What follows belongs to an exercise in optimizing a design on an open flow for small area; a production flow would make more cautious choices.
Function was checked by simulation only, so behaviour that the tests miss may differ from the original.
Power figures rest on the tool's default switching activity, not on a simulated workload.

==> flow/design.v (outline; a module is shown in full before it is edited, if it fits) <==
// module Tetromino: 98 lines
// module tetromino_cell: 129 lines
// module tetromino_cell0: 41 lines
// module tetromino_rotate_datum: 100 lines
// module seven_permute: 169 lines
// module text_display: 652 lines
// module score_display: 128 lines
// module vga_sync: 82 lines
// module tetris_top: 1071 lines
module tetris_top(
    input clk,  
    input reset_n,  
    input [3:0] usr_btn,
    input [3:0] usr_sw,
    output [3:0] usr_led,
    output VGA_HSYNC, VGA_VSYNC,
    output [3:0] VGA_RED, VGA_GREEN, VGA_BLUE
);
  // ...
==> flow/run.sh <==
#!/bin/bash
# synth_recipe.tcl (not shown) runs the flow's synth.tcl, then flattens the netlist and writes it again
# the make line also repeats each setting of config.mk as NAME=value (left out here)
make -C /OpenROAD-flow-scripts/flow DESIGN_CONFIG=/design/flow/config.mk WORK_HOME=/design/flow/orfs CLKGATE_MAP_FILE= SYNTH_SCRIPT=/design/flow/synth_recipe.tcl finish
==> flow/config.mk <==
export PLATFORM = sky130hd
export DESIGN_NAME = tetris_top
export DESIGN_NICKNAME = tetris_top
export VERILOG_FILES = /design/flow/design.v
export SDC_FILE = /design/flow/constraint.sdc
export NUM_CORES = 4
export LEC_CHECK = 0
export CAP_MARGIN = 20
export CORE_MARGIN = 2
export CORE_UTILIZATION = 45
export PLACE_DENSITY = 0.6
export SLEW_MARGIN = 20
==> flow/constraint.sdc <==
create_clock -name core_clock -period 28.0 [get_ports {clk}]
set_input_delay 5.6000 -clock core_clock [delete_from_list [all_inputs] [get_ports {clk}]]
set_output_delay 5.6000 -clock core_clock [all_outputs]
set_load 0.01 [all_outputs]
==> flow_summary.json, run 1 <==
{
  "drt-met1-wl_um": 85830,
  "p_int_w": 0.003451,
  "startpoint": "P_piece[2]$_SDFF_NN0_",
  "io_buffers": 25,
  "grt_busiest_layer": "met2",
  "yosys.area.top_type": "edfxtp_1",
  "rr_startpoint": "P_piece[2]$_SDFF_NN0_",
  "min_path_type": "flop to flop",
  "dpl_cell_area_sq_um": 68970,
  "drt_iter0_drc": 6014,
  "grt_max_degree": 118,
  "setup_violations": 0,
  "p_clk_frac": 0.378,
  "cts_root_buffer": "clkbuf_16",
  "cts.sinks": 1035,
  "maxPowerGroup": "clock",
  "final_layout_size_suffix_gt1_frac": 0.1222,
  "clockBufferDepth": 3,
  "switching_power_w": 0.002081,
  "worst_ep_required_time_ns": 28.70,
  "antenna_cells": 1,
  "clkbuf_count": 123,
  "cp.depth": 19,
  "firstDrtPassIters": 8,
  "yosysTopAreaCellShare": 0.3414,
  "status": "timing/DRC/antenna clean",
  "area_share_nonclk_buffers": 0.01403,
  "cp.arrival_ns": 24.08,
  "drt-wirelength-per-cell_um": 22.91,
  "multi_input_area_share": 0.4756,
  "design.seq.count": 1035,
  "hpwl_um": 134900,
  "fp-row-count": 141,
  "yosys-top-cells-count": "edfxtp_1 (762), nor2_1 (762), nand2_1 (536)",
  "switching_share": 0.3761,
  "synth_compound_area_frac": 0.1534,
  "insertion_delay_ns": 0.80,
  "yosys.area_share.xor_xnor": 0.02903,
  "synth_seq_cells": 1035,
  "cellPowerDensity_nw_per_um2": 72.71,
  "final_cell_mix": "inv_1 (1059), edfxtp_1 (762), nor2_1 (760), nand2_1 (533), mux4_2 (425)"
}
==> module score_display, before the edit <==
module score_display(
    input [9:0] pixel_x,
    input [9:0] pixel_y,
    input go,
    input [18:0] digits,
    output lit
);
    wire [8:0] ux = pixel_x[9:1] - (go ? 9'd135 : 9'd209);
    wire [8:0] uy = pixel_y[9:1] - (go ? 9'd129 : 9'd176);
    reg [2:0] k; reg [2:0] px;
    always @(*) begin
        case (ux)
            9'd0: begin k = 3'd0; px = 3'd0; end
            9'd1: begin k = 3'd0; px = 3'd1; end
            9'd2: begin k = 3'd0; px = 3'd2; end
            9'd3: begin k = 3'd0; px = 3'd3; end
            9'd4: begin k = 3'd0; px = 3'd4; end
            9'd7: begin k = 3'd1; px = 3'd0; end
            9'd8: begin k = 3'd1; px = 3'd1; end
            9'd9: begin k = 3'd1; px = 3'd2; end
            9'd10: begin k = 3'd1; px = 3'd3; end
            9'd11: begin k = 3'd1; px = 3'd4; end
            9'd14: begin k = 3'd2; px = 3'd0; end
            9'd15: begin k = 3'd2; px = 3'd1; end
            9'd16: begin k = 3'd2; px = 3'd2; end
            9'd17: begin k = 3'd2; px = 3'd3; end
            9'd18: begin k = 3'd2; px = 3'd4; end
            9'd21: begin k = 3'd3; px = 3'd0; end
            9'd22: begin k = 3'd3; px = 3'd1; end
            9'd23: begin k = 3'd3; px = 3'd2; end
            9'd24: begin k = 3'd3; px = 3'd3; end
            9'd25: begin k = 3'd3; px = 3'd4; end
            9'd28: begin k = 3'd4; px = 3'd0; end
            9'd29: begin k = 3'd4; px = 3'd1; end
            9'd30: begin k = 3'd4; px = 3'd2; end
            9'd31: begin k = 3'd4; px = 3'd3; end
            9'd32: begin k = 3'd4; px = 3'd4; end
            default: begin k = 3'd7; px = 3'd7; end
        endcase
    end
    reg [3:0] d;
    always @(*) begin
        case (k)
            3'd0: d = {1'b0, digits[18:16]};
            3'd1: d = digits[15:12];
            3'd2: d = digits[11:8];
            3'd3: d = digits[7:4];
            default: d = digits[3:0];
        endcase
    end
    reg [4:0] row;
    always @(*) begin
        case ({d, uy[2:0]})
            7'd0: row = 5'b01110;
            7'd1: row = 5'b10001;
            7'd2: row = 5'b10011;
            7'd3: row = 5'b10101;
            7'd4: row = 5'b11001;
            7'd5: row = 5'b10001;
            7'd6: row = 5'b01110;
            7'd8: row = 5'b00100;
            7'd9: row = 5'b01100;
            7'd10: row = 5'b00100;
            7'd11: row = 5'b00100;
            7'd12: row = 5'b00100;
            7'd13: row = 5'b00100;
            7'd14: row = 5'b01110;
            7'd16: row = 5'b01110;
            7'd17: row = 5'b10001;
            7'd18: row = 5'b00001;
            7'd19: row = 5'b00010;
            7'd20: row = 5'b00100;
            7'd21: row = 5'b01000;
            7'd22: row = 5'b11111;
            7'd24: row = 5'b01110;
            7'd25: row = 5'b10001;
            7'd26: row = 5'b00001;
            7'd27: row = 5'b00110;
            7'd28: row = 5'b00001;
            7'd29: row = 5'b10001;
            7'd30: row = 5'b01110;
            7'd32: row = 5'b00010;
            7'd33: row = 5'b00110;
            7'd34: row = 5'b01010;
            7'd35: row = 5'b10010;
            7'd36: row = 5'b11111;
            7'd37: row = 5'b00010;
            7'd38: row = 5'b00010;
            7'd40: row = 5'b11111;
            7'd41: row = 5'b10000;
            7'd42: row = 5'b11110;
            7'd43: row = 5'b00001;
            7'd44: row = 5'b00001;
            7'd45: row = 5'b10001;
            7'd46: row = 5'b01110;
            7'd48: row = 5'b01110;
            7'd49: row = 5'b10000;
            7'd50: row = 5'b10000;
            7'd51: row = 5'b11110;
            7'd52: row = 5'b10001;
            7'd53: row = 5'b10001;
            7'd54: row = 5'b01110;
            7'd56: row = 5'b11111;
            7'd57: row = 5'b00001;
            7'd58: row = 5'b00010;
            7'd59: row = 5'b00100;
            7'd60: row = 5'b01000;
            7'd61: row = 5'b01000;
            7'd62: row = 5'b01000;
            7'd64: row = 5'b01110;
            7'd65: row = 5'b10001;
            7'd66: row = 5'b10001;
            7'd67: row = 5'b01110;
            7'd68: row = 5'b10001;
            7'd69: row = 5'b10001;
            7'd70: row = 5'b01110;
            7'd72: row = 5'b01110;
            7'd73: row = 5'b10001;
            7'd74: row = 5'b10001;
            7'd75: row = 5'b01111;
            7'd76: row = 5'b00001;
            7'd77: row = 5'b00001;
            7'd78: row = 5'b01110;
            default: row = 5'b00000;
        endcase
    end
    assign lit = k != 3'd7 && uy < 7 && row[3'd4 - px];
endmodule
==> inputs of run 2 (changes only) <==
--- a/flow/design.v
+++ b/flow/design.v
@@ -1,14 +1,12 @@
 `timescale 1ns / 1ps
-module Tetromino(
+module tetromino_offsets(
     input [2:0] piece,
-    input [3:0] piece_x,
-    input [5:0] piece_y,
     input [1:0] rotation,
-    output reg [3:0] piece_x_off_0,
-    output reg [5:0] piece_y_off_0,
-    output reg [3:0] piece_x_off_1,
-    output reg [5:0] piece_y_off_1,
-    output reg [3:0] piece_x_off_2,
-    output reg [5:0] piece_y_off_2
+    output reg signed [2:0] ox0,
+    output reg signed [2:0] oy0,
+    output reg signed [2:0] ox1,
+    output reg signed [2:0] oy1,
+    output reg signed [2:0] ox2,
+    output reg signed [2:0] oy2
     );
     parameter BOARD_EMPTY = 0;
@@ -20,13 +18,9 @@
     parameter BOARD_S = 6;
     parameter BOARD_T = 7;
-    parameter ROTATION_0 = 0;
-    parameter ROTATION_1 = 1;
-    parameter ROTATION_2 = 2;
-    parameter ROTATION_3 = 3;
     integer idx;
-    reg signed [3:0] x_off[0:2];
-    reg signed [5:0] y_off[0:2];
-    reg signed [3:0] x_rot_off[0:2];
-    reg signed [5:0] y_rot_off[0:2];
+    reg signed [2:0] x_off[0:2];
+    reg signed [2:0] y_off[0:2];
+    reg signed [2:0] x_rot_off[0:2];
+    reg signed [2:0] y_rot_off[0:2];
     always @(*) begin
         for (idx = 0; idx <= 2; idx = idx + 1) begin
@@ -72,17 +66,17 @@
         for (idx = 0; idx <= 2; idx = idx + 1) begin
             case (rotation)
-                ROTATION_0: begin
+                2'd0: begin
                     x_rot_off[idx] =  x_off[idx];
                     y_rot_off[idx] =  y_off[idx];
                 end
-                ROTATION_1: begin
+                2'd1: begin
                     x_rot_off[idx] =  y_off[idx];
                     y_rot_off[idx] = -x_off[idx];
                 end
-                ROTATION_2: begin
+                2'd2: begin
                     x_rot_off[idx] = -x_off[idx];
                     y_rot_off[idx] = -y_off[idx];
                 end
-                ROTATION_3: begin
+                2'd3: begin
                     x_rot_off[idx] = -y_off[idx];
                     y_rot_off[idx] =  x_off[idx];
@@ -90,139 +84,7 @@
             endcase
         end
-        piece_x_off_0 = x_rot_off[0] + piece_x;
-        piece_y_off_0 = y_rot_off[0] + piece_y;
-        piece_x_off_1 = x_rot_off[1] + piece_x;
-        piece_y_off_1 = y_rot_off[1] + piece_y;
-        piece_x_off_2 = x_rot_off[2] + piece_x;
-        piece_y_off_2 = y_rot_off[2] + piece_y;
-    end
-endmodule
-module tetromino_cell(
-    input [2:0] piece,
-    input [1:0] rotation,
-    input [3:0] dx,
-    input [5:0] dy,
-    output reg on
-    );
-    always @(*) begin
-        on = 1'b0;
-        case ({piece, rotation, dx, dy})
-            15'd0: on = 1'b1;
-            15'd1024: on = 1'b1;
-            15'd2048: on = 1'b1;
-            15'd3072: on = 1'b1;
-            15'd5056: on = 1'b1;
-            15'd4096: on = 1'b1;
-            15'd4160: on = 1'b1;
-            15'd4161: on = 1'b1;
-            15'd5183: on = 1'b1;
-            15'd5120: on = 1'b1;
-            15'd5121: on = 1'b1;
-            15'd5247: on = 1'b1;
-            15'd7167: on = 1'b1;
-            15'd7104: on = 1'b1;
-            15'd6144: on = 1'b1;
-            15'd6208: on = 1'b1;
-            15'd8129: on = 1'b1;
-            15'd7231: on = 1'b1;
-            15'd7168: on = 1'b1;
-            15'd7169: on = 1'b1;
-            15'd9152: on = 1'b1;
-            15'd9153: on = 1'b1;
-            15'd8192: on = 1'b1;
-            15'd8256: on = 1'b1;
-            15'd9279: on = 1'b1;
-            15'd9216: on = 1'b1;
-            15'd9217: on = 1'b1;
-            15'd9281: on = 1'b1;
-            15'd11200: on = 1'b1;
-            15'd10240: on = 1'b1;
-            15'd10367: on = 1'b1;
-            15'd10304: on = 1'b1;
-            15'd12287: on = 1'b1;
-            15'd11327: on = 1'b1;
-            15'd11264: on = 1'b1;
-            15'd11265: on = 1'b1;
-            15'd13248: on = 1'b1;
-            15'd12288: on = 1'b1;
-            15'd12352: on = 1'b1;
-            15'd12416: on = 1'b1;
-            15'd13374: on = 1'b1;
-            15'd13375: on = 1'b1;
-            15'd13312: on = 1'b1;
-            15'd13313: on = 1'b1;
-            15'd15232: on = 1'b1;
-            15'd15296: on = 1'b1;
-            15'd14336: on = 1'b1;
-            15'd14400: on = 1'b1;
-            15'd15423: on = 1'b1;
-            15'd15360: on = 1'b1;
-            15'd15361: on = 1'b1;
-            15'd15362: on = 1'b1;
-            15'd16384: on = 1'b1;
-            15'd16385: on = 1'b1;
-            15'd16448: on = 1'b1;
-            15'd16449: on = 1'b1;
-            15'd17471: on = 1'b1;
-            15'd17408: on = 1'b1;
-            15'd17535: on = 1'b1;
-            15'd17472: on = 1'b1;
-            15'd19455: on = 1'b1;
-            15'd19392: on = 1'b1;
-            15'd18495: on = 1'b1;
-            15'd18432: on = 1'b1;
-            15'd20416: on = 1'b1;
-            15'd20417: on = 1'b1;
-            15'd19456: on = 1'b1;
-            15'd19457: on = 1'b1;
-            15'd21441: on = 1'b1;
-            15'd20480: on = 1'b1;
-            15'd20481: on = 1'b1;
-            15'd20544: on = 1'b1;
-            15'd21567: on = 1'b1;
-            15'd21504: on = 1'b1;
-            15'd21568: on = 1'b1;
-            15'd21569: on = 1'b1;
-            15'd23488: on = 1'b1;
-            15'd22591: on = 1'b1;
-            15'd22528: on = 1'b1;
-            15'd22655: on = 1'b1;
-            15'd24575: on = 1'b1;
-            15'd24512: on = 1'b1;
-            15'd23552: on = 1'b1;
-            15'd23553: on = 1'b1;
-            15'd25536: on = 1'b1;
-            15'd24576: on = 1'b1;
-            15'd24577: on = 1'b1;
-            15'd24641: on = 1'b1;
-            15'd25600: on = 1'b1;
-            15'd25601: on = 1'b1;
-            15'd25727: on = 1'b1;
-            15'd25664: on = 1'b1;
-            15'd27647: on = 1'b1;
-            15'd26687: on = 1'b1;
-            15'd26624: on = 1'b1;
-            15'd26688: on = 1'b1;
-            15'd28608: on = 1'b1;
-            15'd28609: on = 1'b1;
-            15'd27711: on = 1'b1;
-            15'd27648: on = 1'b1;
-            15'd29632: on = 1'b1;
-            15'd28672: on = 1'b1;
-            15'd28673: on = 1'b1;
-            15'd28736: on = 1'b1;
-            15'd29759: on = 1'b1;
-            15'd29696: on = 1'b1;
-            15'd29697: on = 1'b1;
-            15'd29760: on = 1'b1;
-            15'd31680: on = 1'b1;
-            15'd30783: on = 1'b1;
-            15'd30720: on = 1'b1;
-            15'd30784: on = 1'b1;
-            15'd32704: on = 1'b1;
-            15'd31807: on = 1'b1;
-            15'd31744: on = 1'b1;
-            15'd31745: on = 1'b1;
-        endcase
+        ox0 = x_rot_off[0]; oy0 = y_rot_off[0];
+        ox1 = x_rot_off[1]; oy1 = y_rot_off[1];
+        ox2 = x_rot_off[2]; oy2 = y_rot_off[2];
     end
 endmodule
@@ -541,4 +403,8 @@
 `timescale 1ns / 1ps
 module text_display(
+    input clk,
+    input ce,
+    input reset,
+    input p_tick,
     input [9:0] pixel_x,
     input [9:0] pixel_y,
@@ -546,498 +412,86 @@
     output lit
 );
-    wire [9:0] rel_x = pixel_x - (go ? 10'd185 : 10'd152);
-    wire [9:0] rel_y = pixel_y - (go ? 10'd180 : 10'd220);
-    reg [6:0] u;       
-    always @(*) begin
-        case (rel_x[8:0])
-            9'd0: u = 7'd0;
-            9'd1: u = 7'd0;
-            9'd2: u = 7'd0;
-            9'd3: u = 7'd1;
-            9'd4: u = 7'd1;
-            9'd5: u = 7'd1;
-            9'd6: u = 7'd2;
-            9'd7: u = 7'd2;
-            9'd8: u = 7'd2;
-            9'd9: u = 7'd3;
-            9'd10: u = 7'd3;
-            9'd11: u = 7'd3;
-            9'd12: u = 7'd4;
-            9'd13: u = 7'd4;
-            9'd14: u = 7'd4;
-            9'd15: u = 7'd5;
-            9'd16: u = 7'd5;
-            9'd17: u = 7'd5;
-            9'd18: u = 7'd6;
-            9'd19: u = 7'd6;
-            9'd20: u = 7'd6;
-            9'd21: u = 7'd7;
-            9'd22: u = 7'd7;
-            9'd23: u = 7'd7;
-            9'd24: u = 7'd8;
-            9'd25: u = 7'd8;
-            9'd26: u = 7'd8;
-            9'd27: u = 7'd9;
-            9'd28: u = 7'd9;
-            9'd29: u = 7'd9;
-            9'd30: u = 7'd10;
-            9'd31: u = 7'd10;
-            9'd32: u = 7'd10;
-            9'd33: u = 7'd11;
-            9'd34: u = 7'd11;
-            9'd35: u = 7'd11;
-            9'd36: u = 7'd12;
-            9'd37: u = 7'd12;
-            9'd38: u = 7'd12;
-            9'd39: u = 7'd13;
-            9'd40: u = 7'd13;
-            9'd41: u = 7'd13;
-            9'd42: u = 7'd14;
-            9'd43: u = 7'd14;
-            9'd44: u = 7'd14;
-            9'd45: u = 7'd15;
-            9'd46: u = 7'd15;
-            9'd47: u = 7'd15;
-            9'd48: u = 7'd16;
-            9'd49: u = 7'd16;
-            9'd50: u = 7'd16;
-            9'd51: u = 7'd17;
-            9'd52: u = 7'd17;
-            9'd53: u = 7'd17;
-            9'd54: u = 7'd18;
-            9'd55: u = 7'd18;
-            9'd56: u = 7'd18;
-            9'd57: u = 7'd19;
-            9'd58: u = 7'd19;
-            9'd59: u = 7'd19;
-            9'd60: u = 7'd20;
-            9'd61: u = 7'd20;
-            9'd62: u = 7'd20;
-            9'd63: u = 7'd21;
-            9'd64: u = 7'd21;
-            9'd65: u = 7'd21;
-            9'd66: u = 7'd22;
-            9'd67: u = 7'd22;
-            9'd68: u = 7'd22;
-            9'd69: u = 7'd23;
-            9'd70: u = 7'd23;
-            9'd71: u = 7'd23;
-            9'd72: u = 7'd24;
-            9'd73: u = 7'd24;
-            9'd74: u = 7'd24;
-            9'd75: u = 7'd25;
-            9'd76: u = 7'd25;
-            9'd77: u = 7'd25;
-            9'd78: u = 7'd26;
-            9'd79: u = 7'd26;
-            9'd80: u = 7'd26;
-            9'd81: u = 7'd27;
-            9'd82: u = 7'd27;
-            9'd83: u = 7'd27;
-            9'd84: u = 7'd28;
-            9'd85: u = 7'd28;
-            9'd86: u = 7'd28;
-            9'd87: u = 7'd29;
-            9'd88: u = 7'd29;
-            9'd89: u = 7'd29;
-            9'd90: u = 7'd30;
-            9'd91: u = 7'd30;
-            9'd92: u = 7'd30;
-            9'd93: u = 7'd31;
-            9'd94: u = 7'd31;
-            9'd95: u = 7'd31;
-            9'd96: u = 7'd32;
-            9'd97: u = 7'd32;
-            9'd98: u = 7'd32;
-            9'd99: u = 7'd33;
-            9'd100: u = 7'd33;
-            9'd101: u = 7'd33;
-            9'd102: u = 7'd34;
-            9'd103: u = 7'd34;
-            9'd104: u = 7'd34;
-            9'd105: u = 7'd35;
-            9'd106: u = 7'd35;
-            9'd107: u = 7'd35;
-            9'd108: u = 7'd36;
-            9'd109: u = 7'd36;
-            9'd110: u = 7'd36;
-            9'd111: u = 7'd37;
-            9'd112: u = 7'd37;
-            9'd113: u = 7'd37;
-            9'd114: u = 7'd38;
-            9'd115: u = 7'd38;
-            9'd116: u = 7'd38;
-            9'd117: u = 7'd39;
-            9'd118: u = 7'd39;
-            9'd119: u = 7'd39;
-            9'd120: u = 7'd40;
-            9'd121: u = 7'd40;
-            9'd122: u = 7'd40;
-            9'd123: u = 7'd41;
-            9'd124: u = 7'd41;
-            9'd125: u = 7'd41;
-            9'd126: u = 7'd42;
-            9'd127: u = 7'd42;
-            9'd128: u = 7'd42;
-            9'd129: u = 7'd43;
-            9'd130: u = 7'd43;
-            9'd131: u = 7'd43;
-            9'd132: u = 7'd44;
-            9'd133: u = 7'd44;
-            9'd134: u = 7'd44;
-            9'd135: u = 7'd45;
-            9'd136: u = 7'd45;
-            9'd137: u = 7'd45;
-            9'd138: u = 7'd46;
-            9'd139: u = 7'd46;
-            9'd140: u = 7'd46;
-            9'd141: u = 7'd47;
-            9'd142: u = 7'd47;
-            9'd143: u = 7'd47;
-            9'd144: u = 7'd48;
-            9'd145: u = 7'd48;
-            9'd146: u = 7'd48;
-            9'd147: u = 7'd49;
-            9'd148: u = 7'd49;
-            9'd149: u = 7'd49;
-            9'd150: u = 7'd50;
-            9'd151: u = 7'd50;
-            9'd152: u = 7'd50;
-            9'd153: u = 7'd51;
-            9'd154: u = 7'd51;
-            9'd155: u = 7'd51;
-            9'd156: u = 7'd52;
-            9'd157: u = 7'd52;
-            9'd158: u = 7'd52;
-            9'd159: u = 7'd53;
-            9'd160: u = 7'd53;
-            9'd161: u = 7'd53;
-            9'd162: u = 7'd54;
-            9'd163: u = 7'd54;
-            9'd164: u = 7'd54;
-            9'd165: u = 7'd55;
-            9'd166: u = 7'd55;
-            9'd167: u = 7'd55;
-            9'd168: u = 7'd56;
-            9'd169: u = 7'd56;
-            9'd170: u = 7'd56;
-            9'd171: u = 7'd57;
-            9'd172: u = 7'd57;
-            9'd173: u = 7'd57;
-            9'd174: u = 7'd58;
-            9'd175: u = 7'd58;
-            9'd176: u = 7'd58;
-            9'd177: u = 7'd59;
-            9'd178: u = 7'd59;
-            9'd179: u = 7'd59;
-            9'd180: u = 7'd60;
-            9'd181: u = 7'd60;
-            9'd182: u = 7'd60;
-            9'd183: u = 7'd61;
-            9'd184: u = 7'd61;
-            9'd185: u = 7'd61;
-            9'd186: u = 7'd62;
-            9'd187: u = 7'd62;
-            9'd188: u = 7'd62;
-            9'd189: u = 7'd63;
-            9'd190: u = 7'd63;
-            9'd191: u = 7'd63;
-            9'd192: u = 7'd64;
-            9'd193: u = 7'd64;
-            9'd194: u = 7'd64;
-            9'd195: u = 7'd65;
-            9'd196: u = 7'd65;
-            9'd197: u = 7'd65;
-            9'd198: u = 7'd66;
-            9'd199: u = 7'd66;
-            9'd200: u = 7'd66;
-            9'd201: u = 7'd67;
-            9'd202: u = 7'd67;
-            9'd203: u = 7'd67;
-            9'd204: u = 7'd68;
-            9'd205: u = 7'd68;
-            9'd206: u = 7'd68;
-            9'd207: u = 7'd69;
-            9'd208: u = 7'd69;
-            9'd209: u = 7'd69;
-            9'd210: u = 7'd70;
-            9'd211: u = 7'd70;
-            9'd212: u = 7'd70;
-            9'd213: u = 7'd71;
-            9'd214: u = 7'd71;
-            9'd215: u = 7'd71;
-            9'd216: u = 7'd72;
-            9'd217: u = 7'd72;
-            9'd218: u = 7'd72;
-            9'd219: u = 7'd73;
-            9'd220: u = 7'd73;
-            9'd221: u = 7'd73;
-            9'd222: u = 7'd74;
-            9'd223: u = 7'd74;
-            9'd224: u = 7'd74;
-            9'd225: u = 7'd75;
-            9'd226: u = 7'd75;
-            9'd227: u = 7'd75;
-            9'd228: u = 7'd76;
-            9'd229: u = 7'd76;
-            9'd230: u = 7'd76;
-            9'd231: u = 7'd77;
-            9'd232: u = 7'd77;
-            9'd233: u = 7'd77;
-            9'd234: u = 7'd78;
-            9'd235: u = 7'd78;
-            9'd236: u = 7'd78;
-            9'd237: u = 7'd79;
-            9'd238: u = 7'd79;
-            9'd239: u = 7'd79;
-            9'd240: u = 7'd80;
-            9'd241: u = 7'd80;
-            9'd242: u = 7'd80;
-            9'd243: u = 7'd81;
-            9'd244: u = 7'd81;
-            9'd245: u = 7'd81;
-            9'd246: u = 7'd82;
-            9'd247: u = 7'd82;
-            9'd248: u = 7'd82;
-            9'd249: u = 7'd83;
-            9'd250: u = 7'd83;
-            9'd251: u = 7'd83;
-            9'd252: u = 7'd84;
-            9'd253: u = 7'd84;
-            9'd254: u = 7'd84;
-            9'd255: u = 7'd85;
-            9'd256: u = 7'd85;
-            9'd257: u = 7'd85;
-            9'd258: u = 7'd86;
-            9'd259: u = 7'd86;
-            9'd260: u = 7'd86;
-            9'd261: u = 7'd87;
-            9'd262: u = 7'd87;
-            9'd263: u = 7'd87;
-            9'd264: u = 7'd88;
-            9'd265: u = 7'd88;
-            9'd266: u = 7'd88;
-            9'd267: u = 7'd89;
-            9'd268: u = 7'd89;
-            9'd269: u = 7'd89;
-            9'd270: u = 7'd90;
-            9'd271: u = 7'd90;
-            9'd272: u = 7'd90;
-            9'd273: u = 7'd91;
-            9'd274: u = 7'd91;
-            9'd275: u = 7'd91;
-            9'd276: u = 7'd92;
-            9'd277: u = 7'd92;
-            9'd278: u = 7'd92;
-            9'd279: u = 7'd93;
-            9'd280: u = 7'd93;
-            9'd281: u = 7'd93;
-            9'd282: u = 7'd94;
-            9'd283: u = 7'd94;
-            9'd284: u = 7'd94;
-            9'd285: u = 7'd95;
-            9'd286: u = 7'd95;
-            9'd287: u = 7'd95;
-            9'd288: u = 7'd96;
-            9'd289: u = 7'd96;
-            9'd290: u = 7'd96;
-            9'd291: u = 7'd97;
-            9'd292: u = 7'd97;
-            9'd293: u = 7'd97;
-            9'd294: u = 7'd98;
-            9'd295: u = 7'd98;
-            9'd296: u = 7'd98;
-            9'd297: u = 7'd99;
-            9'd298: u = 7'd99;
-            9'd299: u = 7'd99;
-            9'd300: u = 7'd100;
-            9'd301: u = 7'd100;
-            9'd302: u = 7'd100;
-            9'd303: u = 7'd101;
-            9'd304: u = 7'd101;
-            9'd305: u = 7'd101;
-            9'd306: u = 7'd102;
-            9'd307: u = 7'd102;
-            9'd308: u = 7'd102;
-            9'd309: u = 7'd103;
-            9'd310: u = 7'd103;
-            9'd311: u = 7'd103;
-            9'd312: u = 7'd104;
-            9'd313: u = 7'd104;
-            9'd314: u = 7'd104;
-            9'd315: u = 7'd105;
-            9'd316: u = 7'd105;
-            9'd317: u = 7'd105;
-            9'd318: u = 7'd106;
-            9'd319: u = 7'd106;
-            9'd320: u = 7'd106;
-            9'd321: u = 7'd107;
-            9'd322: u = 7'd107;
-            9'd323: u = 7'd107;
-            9'd324: u = 7'd108;
-            9'd325: u = 7'd108;
-            9'd326: u = 7'd108;
-            9'd327: u = 7'd109;
-            9'd328: u = 7'd109;
-            9'd329: u = 7'd109;
-            9'd330: u = 7'd110;
-            9'd331: u = 7'd110;
-            9'd332: u = 7'd110;
-            9'd333: u = 7'd111;
-            9'd334: u = 7'd111;
-            9'd335: u = 7'd111;
-            default: u = 7'd127;
-        endcase
-        if (rel_x[9]) u = 7'd127;
+    reg [1:0] s3;
+    reg [2:0] p7;
+    reg [4:0] c;
+    always @(posedge clk) begin
+        if (ce) begin
+            if (reset || (p_tick && pixel_x == 10'd799)) begin
+                c <= 5'd31; p7 <= 3'd0; s3 <= 2'd0;
+            end
+            else if (p_tick) begin
+                if (pixel_x == 10'd151) begin
+                    c <= 5'd0; p7 <= 3'd0; s3 <= 2'd0;
+                end
+                else if (c != 5'd31) begin
+                    if (s3 == 2'd2) begin
+                        s3 <= 2'd0;
+                        if (p7 == 3'd6) begin p7 <= 3'd0; c <= c + 5'd1; end
+                        else p7 <= p7 + 3'd1;
+                    end
+                    else s3 <= s3 + 2'd1;
+                end
+            end
+        end
     end
+    wire [4:0] cg = (p7 >= 3'd4) ? c - 5'd1 : c - 5'd2;
+    wire [2:0] pg = (p7 >= 3'd4) ? p7 - 3'd4 : p7 + 3'd3;
+    wire go_ok = c != 5'd31 && (c >= 5'd2 || c == 5'd1 && p7 >= 3'd4) && cg < 5'd9;
+    wire menu_ok = c < 5'd16;
+    wire [3:0] ch = go ? cg[3:0] : c[3:0];
+    wire [2:0] px = go ? pg : p7;
+    wire x_ok = (go ? go_ok : menu_ok) && px < 3'd5;
     reg [2:0] py; reg yv;
     always @(*) begin
         yv = 1'b1;
-        case (rel_y)
-            10'd0: py = 3'd0;
-            10'd1: py = 3'd0;
-            10'd2: py = 3'd0;
-            10'd3: py = 3'd1;
-            10'd4: py = 3'd1;
-            10'd5: py = 3'd1;
-            10'd6: py = 3'd2;
-            10'd7: py = 3'd2;
-            10'd8: py = 3'd2;
-            10'd9: py = 3'd3;
-            10'd10: py = 3'd3;
-            10'd11: py = 3'd3;
-            10'd12: py = 3'd4;
-            10'd13: py = 3'd4;
-            10'd14: py = 3'd4;
-            10'd15: py = 3'd5;
-            10'd16: py = 3'd5;
-            10'd17: py = 3'd5;
-            10'd18: py = 3'd6;
-            10'd19: py = 3'd6;
-            10'd20: py = 3'd6;
+        case ({go, pixel_y})
+            11'd220: py = 3'd0;
+            11'd221: py = 3'd0;
+            11'd222: py = 3'd0;
+            11'd223: py = 3'd1;
+            11'd224: py = 3'd1;
+            11'd225: py = 3'd1;
+            11'd226: py = 3'd2;
+            11'd227: py = 3'd2;
+            11'd228: py = 3'd2;
+            11'd229: py = 3'd3;
+            11'd230: py = 3'd3;
+            11'd231: py = 3'd3;
+            11'd232: py = 3'd4;
+            11'd233: py = 3'd4;
+            11'd234: py = 3'd4;
+            11'd235: py = 3'd5;
+            11'd236: py = 3'd5;
+            11'd237: py = 3'd5;
+            11'd238: py = 3'd6;
+            11'd239: py = 3'd6;
+            11'd240: py = 3'd6;
+            11'd1204: py = 3'd0;
+            11'd1205: py = 3'd0;
+            11'd1206: py = 3'd0;
+            11'd1207: py = 3'd1;
+            11'd1208: py = 3'd1;
+            11'd1209: py = 3'd1;
+            11'd1210: py = 3'd2;
+            11'd1211: py = 3'd2;
+            11'd1212: py = 3'd2;
+            11'd1213: py = 3'd3;
+            11'd1214: py = 3'd3;
+            11'd1215: py = 3'd3;
+            11'd1216: py = 3'd4;
+            11'd1217: py = 3'd4;
+            11'd1218: py = 3'd4;
+            11'd1219: py = 3'd5;
+            11'd1220: py = 3'd5;
+            11'd1221: py = 3'd5;
+            11'd1222: py = 3'd6;
+            11'd1223: py = 3'd6;
+            11'd1224: py = 3'd6;
             default: begin py = 3'd0; yv = 1'b0; end
         endcase
     end
-    reg [3:0] c; reg [2:0] px;
-    always @(*) begin
-        case (u)
-            7'd0: begin c = 4'd0; px = 3'd0; end
-            7'd1: begin c = 4'd0; px = 3'd1; end
-            7'd2: begin c = 4'd0; px = 3'd2; end
-            7'd3: begin c = 4'd0; px = 3'd3; end
-            7'd4: begin c = 4'd0; px = 3'd4; end
-            7'd5: begin c = 4'd0; px = 3'd5; end
-            7'd6: begin c = 4'd0; px = 3'd6; end
-            7'd7: begin c = 4'd1; px = 3'd0; end
-            7'd8: begin c = 4'd1; px = 3'd1; end
-            7'd9: begin c = 4'd1; px = 3'd2; end
-            7'd10: begin c = 4'd1; px = 3'd3; end
-            7'd11: begin c = 4'd1; px = 3'd4; end
-            7'd12: begin c = 4'd1; px = 3'd5; end
-            7'd13: begin c = 4'd1; px = 3'd6; end
-            7'd14: begin c = 4'd2; px = 3'd0; end
-            7'd15: begin c = 4'd2; px = 3'd1; end
-            7'd16: begin c = 4'd2; px = 3'd2; end
-            7'd17: begin c = 4'd2; px = 3'd3; end
-            7'd18: begin c = 4'd2; px = 3'd4; end
-            7'd19: begin c = 4'd2; px = 3'd5; end
-            7'd20: begin c = 4'd2; px = 3'd6; end
-            7'd21: begin c = 4'd3; px = 3'd0; end
-            7'd22: begin c = 4'd3; px = 3'd1; end
-            7'd23: begin c = 4'd3; px = 3'd2; end
-            7'd24: begin c = 4'd3; px = 3'd3; end
-            7'd25: begin c = 4'd3; px = 3'd4; end
-            7'd26: begin c = 4'd3; px = 3'd5; end
-            7'd27: begin c = 4'd3; px = 3'd6; end
-            7'd28: begin c = 4'd4; px = 3'd0; end
-            7'd29: begin c = 4'd4; px = 3'd1; end
-            7'd30: begin c = 4'd4; px = 3'd2; end
-            7'd31: begin c = 4'd4; px = 3'd3; end
-            7'd32: begin c = 4'd4; px = 3'd4; end
-            7'd33: begin c = 4'd4; px = 3'd5; end
-            7'd34: begin c = 4'd4; px = 3'd6; end
-            7'd35: begin c = 4'd5; px = 3'd0; end
-            7'd36: begin c = 4'd5; px = 3'd1; end
-            7'd37: begin c = 4'd5; px = 3'd2; end
-            7'd38: begin c = 4'd5; px = 3'd3; end
-            7'd39: begin c = 4'd5; px = 3'd4; end
-            7'd40: begin c = 4'd5; px = 3'd5; end
-            7'd41: begin c = 4'd5; px = 3'd6; end
-            7'd42: begin c = 4'd6; px = 3'd0; end
-            7'd43: begin c = 4'd6; px = 3'd1; end
-            7'd44: begin c = 4'd6; px = 3'd2; end
-            7'd45: begin c = 4'd6; px = 3'd3; end
-            7'd46: begin c = 4'd6; px = 3'd4; end
-            7'd47: begin c = 4'd6; px = 3'd5; end
-            7'd48: begin c = 4'd6; px = 3'd6; end
-            7'd49: begin c = 4'd7; px = 3'd0; end
-            7'd50: begin c = 4'd7; px = 3'd1; end
-            7'd51: begin c = 4'd7; px = 3'd2; end
-            7'd52: begin c = 4'd7; px = 3'd3; end
-            7'd53: begin c = 4'd7; px = 3'd4; end
-            7'd54: begin c = 4'd7; px = 3'd5; end
-            7'd55: begin c = 4'd7; px = 3'd6; end
-            7'd56: begin c = 4'd8; px = 3'd0; end
-            7'd57: begin c = 4'd8; px = 3'd1; end
-            7'd58: begin c = 4'd8; px = 3'd2; end
-            7'd59: begin c = 4'd8; px = 3'd3; end
-            7'd60: begin c = 4'd8; px = 3'd4; end
-            7'd61: begin c = 4'd8; px = 3'd5; end
-            7'd62: begin c = 4'd8; px = 3'd6; end
-            7'd63: begin c = 4'd9; px = 3'd0; end
-            7'd64: begin c = 4'd9; px = 3'd1; end
-            7'd65: begin c = 4'd9; px = 3'd2; end
-            7'd66: begin c = 4'd9; px = 3'd3; end
-            7'd67: begin c = 4'd9; px = 3'd4; end
-            7'd68: begin c = 4'd9; px = 3'd5; end
-            7'd69: begin c = 4'd9; px = 3'd6; end
-            7'd70: begin c = 4'd10; px = 3'd0; end
-            7'd71: begin c = 4'd10; px = 3'd1; end
-            7'd72: begin c = 4'd10; px = 3'd2; end
-            7'd73: begin c = 4'd10; px = 3'd3; end
-            7'd74: begin c = 4'd10; px = 3'd4; end
-            7'd75: begin c = 4'd10; px = 3'd5; end
-            7'd76: begin c = 4'd10; px = 3'd6; end
-            7'd77: begin c = 4'd11; px = 3'd0; end
-            7'd78: begin c = 4'd11; px = 3'd1; end
-            7'd79: begin c = 4'd11; px = 3'd2; end
-            7'd80: begin c = 4'd11; px = 3'd3; end
-            7'd81: begin c = 4'd11; px = 3'd4; end
-            7'd82: begin c = 4'd11; px = 3'd5; end
-            7'd83: begin c = 4'd11; px = 3'd6; end
-            7'd84: begin c = 4'd12; px = 3'd0; end
-            7'd85: begin c = 4'd12; px = 3'd1; end
-            7'd86: begin c = 4'd12; px = 3'd2; end
-            7'd87: begin c = 4'd12; px = 3'd3; end
-            7'd88: begin c = 4'd12; px = 3'd4; end
-            7'd89: begin c = 4'd12; px = 3'd5; end
-            7'd90: begin c = 4'd12; px = 3'd6; end
-            7'd91: begin c = 4'd13; px = 3'd0; end
-            7'd92: begin c = 4'd13; px = 3'd1; end
-            7'd93: begin c = 4'd13; px = 3'd2; end
-            7'd94: begin c = 4'd13; px = 3'd3; end
-            7'd95: begin c = 4'd13; px = 3'd4; end
-            7'd96: begin c = 4'd13; px = 3'd5; end
-            7'd97: begin c = 4'd13; px = 3'd6; end
-            7'd98: begin c = 4'd14; px = 3'd0; end
-            7'd99: begin c = 4'd14; px = 3'd1; end
-            7'd100: begin c = 4'd14; px = 3'd2; end
-            7'd101: begin c = 4'd14; px = 3'd3; end
-            7'd102: begin c = 4'd14; px = 3'd4; end
-            7'd103: begin c = 4'd14; px = 3'd5; end
-            7'd104: begin c = 4'd14; px = 3'd6; end
-            7'd105: begin c = 4'd15; px = 3'd0; end
-            7'd106: begin c = 4'd15; px = 3'd1; end
-            7'd107: begin c = 4'd15; px = 3'd2; end
-            7'd108: begin c = 4'd15; px = 3'd3; end
-            7'd109: begin c = 4'd15; px = 3'd4; end
-            7'd110: begin c = 4'd15; px = 3'd5; end
-            7'd111: begin c = 4'd15; px = 3'd6; end
-            default: begin c = 4'd15; px = 3'd7; end
-        endcase
-    end
     reg [4:0] row;
     always @(*) begin
-        case ({go, c, py})
+        case ({go, ch, py})
             8'd0: row = 5'b10001;
             8'd1: row = 5'b10001;
@@ -1190,8 +644,12 @@
         endcase
     end
-    assign lit = yv && px < 5 && row[3'd4 - px];
+    assign lit = yv && x_ok && row[3'd4 - px];
 endmodule
 `timescale 1ns / 1ps
 module score_display(
+    input clk,
+    input ce,
+    input reset,
+    input p_tick,
     input [9:0] pixel_x,
     input [9:0] pixel_y,
@@ -1200,40 +658,67 @@
     output lit
 );
-    wire [8:0] ux = pixel_x[9:1] - (go ? 9'd135 : 9'd209);
-    wire [8:0] uy = pixel_y[9:1] - (go ? 9'd129 : 9'd176);
-    reg [2:0] k; reg [2:0] px;
+    reg [2:0] p7;
+    reg [4:0] k;
+    always @(posedge clk) begin
+        if (ce) begin
+            if (reset || (p_tick && pixel_x == 10'd799)) begin
+                k <= 5'd31; p7 <= 3'd0;
+            end
+            else if (p_tick) begin
+                if (pixel_x == 10'd269) begin
+                    k <= 5'd0; p7 <= 3'd0;
+                end
+                else if (k != 5'd31 && pixel_x[0]) begin
+                    if (p7 == 3'd6) begin p7 <= 3'd0; k <= k + 5'd1; end
+                    else p7 <= p7 + 3'd1;
+                end
+            end
+        end
+    end
+    wire [4:0] ks = (p7 >= 3'd4) ? k - 5'd10 : k - 5'd11;
+    wire [2:0] ps = (p7 >= 3'd4) ? p7 - 3'd4 : p7 + 3'd3;
+    wire s_ok = k != 5'd31 && (k >= 5'd11 || k == 5'd10 && p7 >= 3'd4) && ks < 5'd5;
+    wire g_ok = k < 5'd5;
+    wire [2:0] di = go ? k[2:0] : ks[2:0];
+    wire [2:0] px = go ? p7 : ps;
+    wire x_ok = (go ? g_ok : s_ok) && px < 3'd5;
+    reg [2:0] py; reg yv;
     always @(*) begin
-        case (ux)
-            9'd0: begin k = 3'd0; px = 3'd0; end
-            9'd1: begin k = 3'd0; px = 3'd1; end
-            9'd2: begin k = 3'd0; px = 3'd2; end
-            9'd3: begin k = 3'd0; px = 3'd3; end
-            9'd4: begin k = 3'd0; px = 3'd4; end
-            9'd7: begin k = 3'd1; px = 3'd0; end
-            9'd8: begin k = 3'd1; px = 3'd1; end
-            9'd9: begin k = 3'd1; px = 3'd2; end
-            9'd10: begin k = 3'd1; px = 3'd3; end
-            9'd11: begin k = 3'd1; px = 3'd4; end
-            9'd14: begin k = 3'd2; px = 3'd0; end
-            9'd15: begin k = 3'd2; px = 3'd1; end
-            9'd16: begin k = 3'd2; px = 3'd2; end
-            9'd17: begin k = 3'd2; px = 3'd3; end
-            9'd18: begin k = 3'd2; px = 3'd4; end
-            9'd21: begin k = 3'd3; px = 3'd0; end
-            9'd22: begin k = 3'd3; px = 3'd1; end
-            9'd23: begin k = 3'd3; px = 3'd2; end
-            9'd24: begin k = 3'd3; px = 3'd3; end
-            9'd25: begin k = 3'd3; px = 3'd4; end
-            9'd28: begin k = 3'd4; px = 3'd0; end
-            9'd29: begin k = 3'd4; px = 3'd1; end
-            9'd30: begin k = 3'd4; px = 3'd2; end
-            9'd31: begin k = 3'd4; px = 3'd3; end
-            9'd32: begin k = 3'd4; px = 3'd4; end
-            default: begin k = 3'd7; px = 3'd7; end
+        yv = 1'b1;
+        case ({go, pixel_y})
+            11'd352: py = 3'd0;
+            11'd353: py = 3'd0;
+            11'd354: py = 3'd1;
+            11'd355: py = 3'd1;
+            11'd356: py = 3'd2;
+            11'd357: py = 3'd2;
+            11'd358: py = 3'd3;
+            11'd359: py = 3'd3;
+            11'd360: py = 3'd4;
+            11'd361: py = 3'd4;
+            11'd362: py = 3'd5;
+            11'd363: py = 3'd5;
+            11'd364: py = 3'd6;
+            11'd365: py = 3'd6;
+            11'd1282: py = 3'd0;
+            11'd1283: py = 3'd0;
+            11'd1284: py = 3'd1;
+            11'd1285: py = 3'd1;
+            11'd1286: py = 3'd2;
+            11'd1287: py = 3'd2;
+            11'd1288: py = 3'd3;
+            11'd1289: py = 3'd3;
+            11'd1290: py = 3'd4;
+            11'd1291: py = 3'd4;
+            11'd1292: py = 3'd5;
+            11'd1293: py = 3'd5;
+            11'd1294: py = 3'd6;
+            11'd1295: py = 3'd6;
+            default: begin py = 3'd0; yv = 1'b0; end
         endcase
     end
     reg [3:0] d;
     always @(*) begin
-        case (k)
+        case (di)
             3'd0: d = {1'b0, digits[18:16]};
             3'd1: d = digits[15:12];
@@ -1245,5 +730,5 @@
     reg [4:0] row;
     always @(*) begin
-        case ({d, uy[2:0]})
+        case ({d, py})
             7'd0: row = 5'b01110;
             7'd1: row = 5'b10001;
@@ -1319,5 +804,5 @@
         endcase
     end
-    assign lit = k != 3'd7 && uy < 7 && row[3'd4 - px];
+    assign lit = yv && x_ok && row[3'd4 - px];
 endmodule
 `timescale 1ns / 1ps
@@ -1431,4 +916,8 @@
             .p_tick(pixel_tick), .pixel_x(pixel_x), .pixel_y(pixel_y),
             .oHS(VGA_HSYNC), .oVS(VGA_VSYNC));
+wire [9:0] h = pixel_x;
+wire [9:0] v = pixel_y;
+wire [5:0] bw = h[9:4] - 6'd15;                         
+wire [5:0] bh = 6'd25 - v[9:4] - (v[3:0] != 4'd0);      
 wire btn_left, btn_right, btn_soft_drop, btn_rot;
 reg sw_hold;
@@ -1446,5 +935,5 @@
 parameter Handling_DAS = 10, Handling_ARR = 2,
           Handling_ARE = 6;
-reg [20:0] cnt_frame;
+reg [8:0] cnt_frame;  
 reg clk_frame_pulse;
 always @(negedge clk) begin
@@ -1452,5 +941,5 @@
         cnt_frame <= 0;
         clk_frame_pulse <= 1'b0;
-    end else if (cnt_frame == system_clk / 60 - 1) begin  
+    end else if (cnt_frame == 9'd511) begin
         cnt_frame <= 0;
         clk_frame_pulse <= 1'b1;
@@ -1460,5 +949,5 @@
     end
 end
-reg [9:0] restart_cnt;
+reg [7:0] restart_cnt;  
 reg prev_sw0;
 reg sw0_toggled;
@@ -1527,5 +1016,6 @@
     end
 end
-reg [2:0] board[0:9][0:22];
+reg [2:0] board[0:9][0:21];
+reg [9:0] board22;
 reg board_clr;
 reg [2:0] piece;
@@ -1534,18 +1024,35 @@
 reg [5:0] block_y;
 reg [2:0] block_data;
-always @(negedge clk) begin
-    if (block_write && block_x < 10 && block_y < 23) begin
+always @(posedge clk) begin
+    if (block_write && block_x < 10 && block_y < 22) begin
         board[block_x][block_y] <= block_data;
     end
+    if (block_write && block_x < 10 && block_y == 22) begin
+        board22[block_x] <= (block_data == BOARD_I);
+    end
 end
-always @(negedge clk) begin
+always @(posedge clk) begin
     if (reset_n == 1'b0) board_clr <= 1'b1;
     else if (block_write && block_x == 9 && block_y == 22) board_clr <= 1'b0;
 end
 function [2:0] board_rd;
-    input [4:0] x;
+    input [3:0] x;
     input [5:0] y;
+    input [5:0] nrows;
+    integer i, j;
+    reg [2:0] row_v;
     begin
-        board_rd = (x < 10 && y < 23 && !board_clr) ? board[x[3:0]][y] : BOARD_EMPTY;
+        board_rd = BOARD_EMPTY;
+        for (j = 0; j < 23; j = j + 1) begin
+            row_v = BOARD_EMPTY;
+            for (i = 0; i < 10; i = i + 1)
+                if (j < 22)
+                    row_v = row_v | (board[i][j] & {3{x == i}});
+                else
+                    row_v = row_v | ({1'b0, board22[i], board22[i]} & {3{x == i}});
+            if (j < nrows)
+                board_rd = board_rd | (row_v & {3{y == j}});
+        end
+        board_rd = board_rd & {3{!board_clr}};
     end
 endfunction
@@ -1564,14 +1071,21 @@
 wire [2:0] port2_data;
 assign test_collide = port2_data == BOARD_EMPTY;
-wire [3:0] test_x_off_0;
-wire [5:0] test_y_off_0;
-wire [3:0] test_x_off_1;
-wire [5:0] test_y_off_1;
-wire [3:0] test_x_off_2;
-wire [5:0] test_y_off_2;
-Tetromino tetromino_test(test_piece, test_x, test_y, test_rotation,
-                        test_x_off_0, test_y_off_0,
-                        test_x_off_1, test_y_off_1,
-                        test_x_off_2, test_y_off_2);
+wire signed [2:0] off_x0, off_y0, off_x1, off_y1, off_x2, off_y2;
+tetromino_offsets offsets(piece, ph ? test_rotation : rotation,
+                          off_x0, off_y0, off_x1, off_y1, off_x2, off_y2);
+reg signed [2:0] off_x, off_y;
+always @(*) begin
+    if (ph ? test_state == 3'd3 : P_piece == S_PIECE_PLACE_2) begin
+        off_x = off_x1; off_y = off_y1;
+    end
+    else if (ph ? test_state == 3'd4 : P_piece == S_PIECE_PLACE_3) begin
+        off_x = off_x2; off_y = off_y2;
+    end
+    else begin
+        off_x = off_x0; off_y = off_y0;
+    end
+end
+wire [3:0] pos_x = (ph ? test_x : piece_x) + {off_x[2], off_x};
+wire [5:0] pos_y = (ph ? test_y : piece_y) + {{3{off_y[2]}}, off_y};
 always @(negedge clk) begin
     if (reset_n == 1'b0) begin
@@ -1621,18 +1135,18 @@
             test_state <= 3;
             test_result <= !test_result && test_collide;
-            test_x_off <= test_x_off_0;
-            test_y_off <= test_y_off_0;
+            test_x_off <= pos_x;
+            test_y_off <= pos_y;
         end
         3: begin
             test_state <= 4;
             test_result <= test_result && test_collide;
-            test_x_off <= test_x_off_1;
-            test_y_off <= test_y_off_1;
+            test_x_off <= pos_x;
+            test_y_off <= pos_y;
         end
         4: begin
             test_state <= 5;
             test_result <= test_result && test_collide;
-            test_x_off <= test_x_off_2;
-            test_y_off <= test_y_off_2;
+            test_x_off <= pos_x;
+            test_y_off <= pos_y;
         end
         5: begin
@@ -1757,5 +1271,5 @@
 reg [4:0] DAS_cnt;
 reg [3:0] ARE_cnt;
-reg [3:0] hold_piece;
+reg [2:0] hold_piece;
 reg hold_able;
 reg btn_rot_debounce;  
@@ -1767,5 +1281,5 @@
 wire [3:0] line_scan;
 wire line_scan_is_empty;
-assign line_scan = {1'b0, port2_data};
+assign line_scan = {1'b0, line_rd};
 assign line_scan_is_empty = (line_scan == BOARD_EMPTY);
 reg [2:0] line_cleared;
@@ -1786,7 +1300,7 @@
 seven_permute UUT(clk, reset_n, permute_latch, permute_in, permute_out);
 integer kdx;
-reg [3:0] queue[15:0];
+reg [2:0] queue[0:12];  
 reg [3:0] queue_length;
-reg [3:0] queue_data;
+reg [2:0] queue_data;
 reg queue_pop;
 reg queue_add;
@@ -1795,5 +1309,5 @@
     if (reset_n == 1'b0) begin
         queue_length <= 0;
-        for (kdx = 0; kdx < 16; kdx = kdx + 1) begin
+        for (kdx = 0; kdx < 13; kdx = kdx + 1) begin
             queue[kdx] <= BOARD_EMPTY;
         end
@@ -1801,8 +1315,8 @@
         queue_length <= 0;
     end else if (queue_pop) begin
-        for (kdx = 0; kdx < 15; kdx = kdx + 1) begin
+        for (kdx = 0; kdx < 12; kdx = kdx + 1) begin
             queue[kdx] <= queue[kdx + 1];
         end
-        queue[15] <= BOARD_EMPTY;
+        queue[12] <= BOARD_EMPTY;
         queue_length <= queue_length - 1;
     end else if (queue_add) begin
@@ -1821,7 +1335,11 @@
 wire signed [5:0] datum_y;
 tetromino_rotate_datum datum1(piece, rotation, datum_index, datum_x_off, datum_y_off);
-tetromino_rotate_datum datum2(piece, test_rotation, datum_index, datum_x_off_test, datum_y_off_test);
+tetromino_rotate_datum datum2(piece, rotation + 2'd1, datum_index, datum_x_off_test, datum_y_off_test);
 assign datum_x = (datum_x_off - datum_x_off_test);
 assign datum_y = (datum_y_off - datum_y_off_test);
+wire [3:0] tx_sum = piece_x + ((P_test == 3'd1) ? datum_x : (action == ACTION_MOVE_L) ? 4'hF : 4'h1);
+wire [5:0] ty_sum = ((P_test == 3'd5 || P_test == 3'd7) ? test_y : piece_y) +
+                    ((P_test == 3'd1) ? datum_y : 6'h3F);
+wire [5:0] ty_inc = test_y + 6'd1;
 parameter S_PIECE_COUNTDOWN       = 0, S_PIECE_BOARD_CLEARUP   = 1,
           S_PIECE_PREPARE_QUEUE_0 = 2, S_PIECE_PREPARE_QUEUE_1 = 3,
@@ -1835,9 +1353,18 @@
 reg [3:0] P_piece;
 reg [3:0] P_next_piece;
-wire port2_line = (P_piece == S_PIECE_LINE_CLEAR_GRAVITY);
-assign port2_data = board_rd(port2_line ? {1'b0, line_x} : {1'b0, test_x_off},
-                             port2_line ? line_y_scan : test_y_off);
-wire [3:0] piece_x_off[0:2];
-wire [5:0] piece_y_off[0:2];
+reg ph_p, ph_n;
+always @(posedge clk) ph_p <= !ph_p;
+always @(negedge clk) ph_n <= ph_p;
+wire ph = ph_p ^ ph_n;
+wire [3:0] rd_x = !ph ? bw[3:0] : (test_state != 0) ? test_x_off : line_x;
+wire [5:0] rd_y = !ph ? bh : (test_state != 0) ? test_y_off : line_y_scan;
+assign port2_data = board_rd(rd_x, rd_y, 6'd23);
+reg [2:0] line_rd;
+always @(negedge clk) begin
+    if (block_write && block_x < 10 && block_y < 23 && block_x == line_x && block_y == line_y_scan)
+        line_rd <= (block_y < 22) ? block_data : {1'b0, {2{block_data == BOARD_I}}};
+    else
+        line_rd <= port2_data;
+end
 reg [2:0] P_test;
 reg [2:0] P_next_test;
@@ -2063,8 +1590,8 @@
                             if (action == ACTION_MOVE_L || action == ACTION_MOVE_R) begin
                                 if (action == ACTION_MOVE_L) begin
-                                    test_x <= piece_x - 1;
+                                    test_x <= tx_sum;
                                 end
                                 else begin
-                                    test_x <= piece_x + 1;
+                                    test_x <= tx_sum;
                                 end
                                 test_y <= piece_y;
@@ -2081,5 +1608,5 @@
                             else if (action == ACTION_HARD_DROP) begin
                                 test_x <= piece_x;
-                                test_y <= piece_y - 1;
+                                test_y <= ty_sum;
                                 test_rotation <= rotation;
                                 action <= ACTION_NONE;
@@ -2090,5 +1617,5 @@
                                 gravity_trig <= 1'b0;
                                 test_x <= piece_x;
-                                test_y <= piece_y - 1;
+                                test_y <= ty_sum;
                                 test_rotation <= rotation;
                                 P_next_test <= 1;
@@ -2098,5 +1625,5 @@
                                 on_ground_trig_test <= 1'b0;
                                 test_x <= piece_x;
-                                test_y <= piece_y - 1;
+                                test_y <= ty_sum;
                                 test_rotation <= rotation;
                                 P_next_test <= 1;
@@ -2121,6 +1648,6 @@
                             P_next_test <= nP_next_test;
                             if (nP_next_test == 2) begin
-                                test_x <= piece_x + datum_x;
-                                test_y <= piece_y + datum_y;
+                                test_x <= tx_sum;
+                                test_y <= ty_sum;
                             end
                         end
@@ -2167,9 +1694,9 @@
                             if (!test_busy) begin
                                 if (test_result) begin
-                                    test_y <= test_y - 1;
+                                    test_y <= ty_sum;
                                     test_start <= 1'b1;
                                 end
                                 else begin
-                                    piece_y <= test_y + 1;
+                                    piece_y <= ty_inc;
                                     P_next_test <= 0;
                                     P_next_piece <= S_PIECE_PLACE;
@@ -2187,9 +1714,9 @@
                             if (!test_busy) begin
                                 if (test_result) begin
-                                    test_y <= test_y - 1;
+                                    test_y <= ty_sum;
                                     test_start <= 1'b1;
                                 end
                                 else begin
-                                    ghost_piece_y <= test_y + 1;
+                                    ghost_piece_y <= ty_inc;
                                     P_next_test <= 0;
                                 end
@@ -2211,16 +1738,16 @@
             end
             S_PIECE_PLACE_1: begin
-                block_x <= piece_x_off[0];
-                block_y <= piece_y_off[0];
+                block_x <= pos_x;
+                block_y <= pos_y;
                 P_next_piece <= S_PIECE_PLACE_2;
             end
             S_PIECE_PLACE_2: begin
-                block_x <= piece_x_off[1];
-                block_y <= piece_y_off[1];
+                block_x <= pos_x;
+                block_y <= pos_y;
                 P_next_piece <= S_PIECE_PLACE_3;
             end
             S_PIECE_PLACE_3: begin
-                block_x <= piece_x_off[2];
-                block_y <= piece_y_off[2];
+                block_x <= pos_x;
+                block_y <= pos_y;
                 P_next_piece <= S_PIECE_LINE_CLEAR_GRAVITY;
                 line_x <= 0;
@@ -2304,18 +1831,23 @@
     parameter NEXT_H_START = TOP_BOUND;
     parameter NEXT_H_END   = SCORE_H_START - 10;
-    wire [9:0] h = pixel_x;
-    wire [9:0] v = pixel_y;
-    wire [5:0] bw = h[9:4] - 6'd15;                         
-    wire [5:0] bh = 6'd25 - v[9:4] - (v[3:0] != 4'd0);      
-    Tetromino tetromino1(piece, piece_x, piece_y, rotation, piece_x_off[0], piece_y_off[0], piece_x_off[1], piece_y_off[1], piece_x_off[2], piece_y_off[2]);
     wire [3:0] pdx = bw[3:0] - piece_x;
     wire [5:0] pdy = bh - piece_y;
     wire [5:0] gdy = bh - ghost_piece_y;
-    wire piece_cell, ghost_cell;
-    tetromino_cell cell_piece(piece, rotation, pdx, pdy, piece_cell);
-    tetromino_cell cell_ghost(piece, rotation, pdx, gdy, ghost_cell);
+    function cell_match;
+        input [3:0] dx;
+        input [5:0] dy;
+        begin
+            cell_match = (dx == 4'd0 && dy == 6'd0) ||
+                         (dx == {off_x0[2], off_x0} && dy == {{3{off_y0[2]}}, off_y0}) ||
+                         (dx == {off_x1[2], off_x1} && dy == {{3{off_y1[2]}}, off_y1}) ||
+                         (dx == {off_x2[2], off_x2} && dy == {{3{off_y2[2]}}, off_y2});
+        end
+    endfunction
+    wire piece_cell = cell_match(pdx, pdy);
+    wire ghost_cell = cell_match(pdx, gdy);
     wire index_is_piece = piece_cell && (P_piece == S_PIECE_DROP);
     wire ghost_piece_render = ghost_cell && (P_piece == S_PIECE_DROP);
-    wire [2:0] index_item = (bh < 20 && !board_clr) ? board[bw[3:0]][bh] : BOARD_EMPTY;
+    wire render_fwd = block_write && block_x < 10 && block_y < 23 && block_x == bw[3:0] && block_y == bh && !board_clr;
+    wire [2:0] index_item = render_fwd ? ((block_y < 22) ? block_data : {1'b0, {2{block_data == BOARD_I}}}) : port2_data;
     wire [9:0] hn = 10'd240 - h;
     wire [5:0] hj = hn[9:4];
@@ -2324,5 +1856,5 @@
     wire hold_row = bh == 17 || bh == 18;
     wire hold_cell;
-    tetromino_cell0 cell_hold(hold_piece[2:0], hold_cx, bh == 18, hold_cell);
+    tetromino_cell0 cell_hold(hold_piece, hold_cx, bh == 18, hold_cell);
     wire hold_piece_render = hold_col && hold_row && hold_cell && hold_piece != BOARD_EMPTY;
     reg [2:0] q_slot_piece;
@@ -2331,16 +1863,16 @@
         q_row = 1'b1;
         q_cy = 1'b0;
-        q_slot_piece = queue[0][2:0];
+        q_slot_piece = queue[0];
         case (bh)
-            6'd17: q_slot_piece = queue[0][2:0];
-            6'd18: begin q_slot_piece = queue[0][2:0]; q_cy = 1'b1; end
-            6'd14: q_slot_piece = queue[1][2:0];
-            6'd15: begin q_slot_piece = queue[1][2:0]; q_cy = 1'b1; end
-            6'd11: q_slot_piece = queue[2][2:0];
-            6'd12: begin q_slot_piece = queue[2][2:0]; q_cy = 1'b1; end
-            6'd8:  q_slot_piece = queue[3][2:0];
-            6'd9:  begin q_slot_piece = queue[3][2:0]; q_cy = 1'b1; end
-            6'd5:  q_slot_piece = queue[4][2:0];
-            6'd6:  begin q_slot_piece = queue[4][2:0]; q_cy = 1'b1; end
+            6'd17: q_slot_piece = queue[0];
+            6'd18: begin q_slot_piece = queue[0]; q_cy = 1'b1; end
+            6'd14: q_slot_piece = queue[1];
+            6'd15: begin q_slot_piece = queue[1]; q_cy = 1'b1; end
+            6'd11: q_slot_piece = queue[2];
+            6'd12: begin q_slot_piece = queue[2]; q_cy = 1'b1; end
+            6'd8:  q_slot_piece = queue[3];
+            6'd9:  begin q_slot_piece = queue[3]; q_cy = 1'b1; end
+            6'd5:  q_slot_piece = queue[4];
+            6'd6:  begin q_slot_piece = queue[4]; q_cy = 1'b1; end
             default: q_row = 1'b0;
         endcase
@@ -2353,7 +1885,9 @@
     wire go_screen = (P_main == S_GAMEOVER);
     wire text_lit;
-    text_display text(.pixel_x(h), .pixel_y(v), .go(go_screen), .lit(text_lit));
+    text_display text(.clk(clk), .ce(!vga_clk), .reset(~reset_n), .p_tick(pixel_tick),
+        .pixel_x(h), .pixel_y(v), .go(go_screen), .lit(text_lit));
     wire digit_lit;
-    score_display digits(.pixel_x(h), .pixel_y(v), .go(go_screen),
+    score_display digits(.clk(clk), .ce(!vga_clk), .reset(~reset_n), .p_tick(pixel_tick),
+        .pixel_x(h), .pixel_y(v), .go(go_screen),
         .digits(go_screen ? {final_d4, final_d3, final_d2, final_d1, final_d0}
                           : {score_d4, score_d3, score_d2, score_d1, score_d0}),
@@ -2434,5 +1968,5 @@
             else if (hold_piece_render || queue_piece_render_all) begin
                 if (grid_line) rgb_next = 12'h1_1_1;
-                else rgb_next = piece_color(hold_piece_render ? hold_piece[2:0] : q_slot_piece, 12'h5_5_5);
+                else rgb_next = piece_color(hold_piece_render ? hold_piece : q_slot_piece, 12'h5_5_5);
             end
             else if(h >= LEFT_BOUND && h < RIGHT_BOUND &&
--- a/flow/config.mk
+++ b/flow/config.mk
@@ -6,7 +6,8 @@
 export NUM_CORES = 4
 export LEC_CHECK = 0
-export CAP_MARGIN = 20
+export CAP_MARGIN = 5
 export CORE_MARGIN = 2
 export CORE_UTILIZATION = 45
+export CTS_BUF_LIST = sky130_fd_sc_hd__clkbuf_8
 export PLACE_DENSITY = 0.6
-export SLEW_MARGIN = 20
+export SLEW_MARGIN = 5
==> run 2 against run 1 <==
Setup slack better by 1.7 ns. Die area is 15% lower. Global-route usage grew 3.0 points. Clock skew up 0.057 ns. Routed wire length fell by 3.9%.
==> flow_summary.json, run 2 <==
{
  "initial_utilization": 0.4532,
  "wl_met2_um": 86700,
  "grt_overflow_total": 0,
  "cp-start-kind": "flop",
  "highest_layer": "met5",
  "pwr-share-seq": 0.485,
  "pwr-share-comb": 0.081,
  "min_path_cells": 2,
  "yosysTopAreaCellShare": 0.3962,
  "cts.sinks": 1015,
  "drt-met1-wl_um": 80770,
  "track_usage": 0.2949,
  "gp_congestion": 0.9205,
  "vias": 48530,
  "synth_ff_type": "edfxtp_1",
  "drt_iter0_drc": 6498,
  "cp.arrival_ns": 22.42,
  "cts_tree": "yes",
  "cts_resized": 0,
  "insertion_delay_ns": 0.95,
  "route.met3.wl_um": 21590,
  "worst_pin_slew_ns": 1.300,
  "nFillCells": 11630,
  "yosysSeqAreaShare": 0.4891,
  "p_clk_frac": 0.434,
  "min_to": "DAS_cnt[4]$_SDFFE_PN0P_",
  "switching_share": 0.2711,
  "viasPerCell": 6.380,
  "critPathBufInv": 3,
  "crit_family": "simple AND/OR/NAND/NOR gates",
  "cellPowerDensity_nw_per_um2": 53.59,
  "synth_top_cells_by_area": "edfxtp_1 (40%), dfxtp_1 (9.3%), nor2_1 (4.6%), ha_1 (4.4%), nand2_1 (3.6%)",
  "netlist_area_sq_um": 56910,
  "netlist_instances": 5766,
  "cts.htree.levels": 4,
  "timing.critical_path.cells": "or3_1 -> a221oi_2 -> nor2_4 -> buf_4 -> buf_4 -> nor3_1 -> buf_4 -> a221o_1 -> o31ai_1 -> o21ai_0 -> or3_1 -> nor4_1 -> a311oi_2 -> nor2_1 -> o311ai_1 -> a311oi_1 -> o21ai_1",
  "synthArstFlopShare": 0,
  "r2r_slack_ns": 6.35,
  "grt_pass1_wl_um": 291300,
  "core_area_sq_um": 125600,
  "p_int_w": 0.002451,
  "grt_max_degree": 109,
  "crit_slowest_cell": "nor4_1",
  "cts_buffers": 173,
  "total_leakage_power_nw": 21.56,
  "synth_seq_cells": 1015,
  "area_delta_synth_final_pct": 10.23,
  "report.final.hold_viol_count": 0,
  "antenna_found_initial": 5,
  "setup_tns_ns": 0,
  "worst_ep_required_time_ns": 28.77,
  "critPathKind": "flop to flop",
  "min_path_type": "flop to flop",
  "dpl_cell_area_sq_um": 58840,
  "cts_root_buffer": "clkbuf_8",
  "min_from": "DAS_cnt[4]$_SDFFE_PN0P_",
  "final_cell_mix": "edfxtp_1 (751), nor2_1 (698), nand2_1 (541), inv_1 (342), a21oi_1 (332)",
  "die_h_um": 359.6,
  "fp-row-count": 130,
  "syn_avg_cell_area_sq_um": 9.871,
  "clockBufferDepth": 3,
  "hpwl_um": 129600,
  "cpMostUsedCell": "buf_4",
  "switching_power_w": 0.0009115,
  "multiInputGateArea_sq_um": 27040,
  "rr_worst_depth": 17,
  "final_layout_size_suffix_gt1_frac": 0.08566,
  "wl_um": 197100,
  "yosys.area.top_type": "edfxtp_1",
  "maxCapViolations": 0,
  "drc_errors": 0,
  "synth_fp_nets": 5994,
  "largest_reg_flops": 660,
  "num_io_pins": 28,
  "yosys-top-cells-count": "edfxtp_1 (751), nor2_1 (704), nand2_1 (547)",
  "io_buffers": 25,
  "fp.dieW_um": 359.6,
  "ys_warn_count": 14,
  "drtAntennaViolNets": 0,
  "slew_headroom": 0.1336,
  "cp.depth": 17,
  "mostFrequentLayoutCell": "edfxtp_1",
  "firstDrtPassIters": 8,
  "ir_drop_mv": 0.04411,
  "rsz0062_at_grt": "no",
  "dieArea_sq_um": 129300,
  "post-cts-setup-buffer-count": 0,
  "reg2reg_to": "rgb_reg[7]$_SDFFE_PN0P_",
  "drv_slew": 0,
  "cts.reportedPaths.clkPinSlew_ns": 0.06,
  "final_cell_area_sq_um": 62740,
  "status": "timing/DRC/antenna clean",
  "synth_most_common_cell": "edfxtp_1",
  "setup_violations": 0,
  "fin_hold_ws_ns": 0.4387,
  "endpoint_kind": "flop",
  "regArea_sq_um": 27850,
  "synth_cell_type_count": 107,
  "synth-edff-count": 751,
  "slowest_delay_ns": 1.03,
  "rr_startpoint": "test_state[1]$_DFF_N_",
  "drt-wirelength-per-cell_um": 25.91,
  "holdBufCountCts": 0,
  "crit_fanout": 25,
  "nNetsFinal": 6043,
  "clock_skew_ns": 0.1474,
  "grt_pass1_vias": 45410
}
run 2: cell families after synthesis:
logic type	share of synthesized area
compound gates	0.1878
fa+ha+maj	0.05030
xor+xnor	0.03135
simple gates	0.1663
flops	0.4891
mux	0.03583
buf+inv	0.03926
run 2: final cells by class:
type | count | area share
clock inverter | 231 | 0.02300
timing repair buffer | 141 | 0.01803
clock buffer | 178 | 0.03905
antenna | 3 | 0.0001197
tap | 1650 | 0.03291
sequential | 1015 | 0.4439
inverter | 201 | 0.01207
multi-input combinational | 4188 | 0.4309
run 2: layer usage:
| layer | track usage | up-vias |
|---|---|---|
| met5 | 0 | - |
| met4 | 0.1159 | 2 |
| met3 | 0.06509 | 513 |
| met2 | 0.4540 | 2842 |
| met1 | 0.4044 | 23460 |
| li1 | - | 21710 |
run 2: worst max-delay path by stage:
stage | slack [ns] | from | end
after floorplan | 6.54 | reset_n | queue[0][0]$_DFFE_NP_
after global placement | 6.26 | reset_n | queue[7][1]$_DFFE_NP_
after global routing | 6.33 | test_state[1]$_DFF_N_ | rgb_reg[7]$_SDFFE_PN0P_
after CTS | 6.82 | test_state[1]$_DFF_N_ | rgb_reg[4]$_SDFFE_PN0P_
after detailed placement | 6.23 | reset_n | queue[3][1]$_DFFE_NP_
final | 6.35 | test_state[1]$_DFF_N_ | rgb_reg[7]$_SDFFE_PN0P_
run 2: power groups by stage:
stage / sequential (W) / combinational, W / clock [W]
finish: 0.00163 / 0.000272 / 0.00146
global route: 0.00163 / 0.000292 / 0.00155
CTS: 0.00163 / 0.000265 / 0.00147
detailed placement: 0.00166 / 0.000264 / 0.0000206
global placement: 0.00166 / 0.000261 / 0.0000206
floorplan: 0.00165 / 0.000187 / 0.0000206
run 2: stage by stage:
step | utilization | std cells | setup WS [ns] | total power [W]
2_1_floorplan | - | 5766 | 6.536 | 0.001853
3_3_place_gp | 0.4686 | 7196 | 6.264 | 0.001942
3_5_place_dp | 0.4686 | 7196 | 6.226 | 0.001945
4_1_cts | 0.4996 | 7604 | 6.818 | 0.003367
5_1_grt | 0.4996 | 7605 | 6.334 | 0.003470
6_report | 0.4996 | 7607 | 6.350 | 0.003362
run 2: tightest hold or removal path: cells and delay by family (launching register included):
| family | cells | cell delay, ns |
|---|---|---|
| simple gates | 2 | 0.10 |
| flops | 1 | 0.30 |
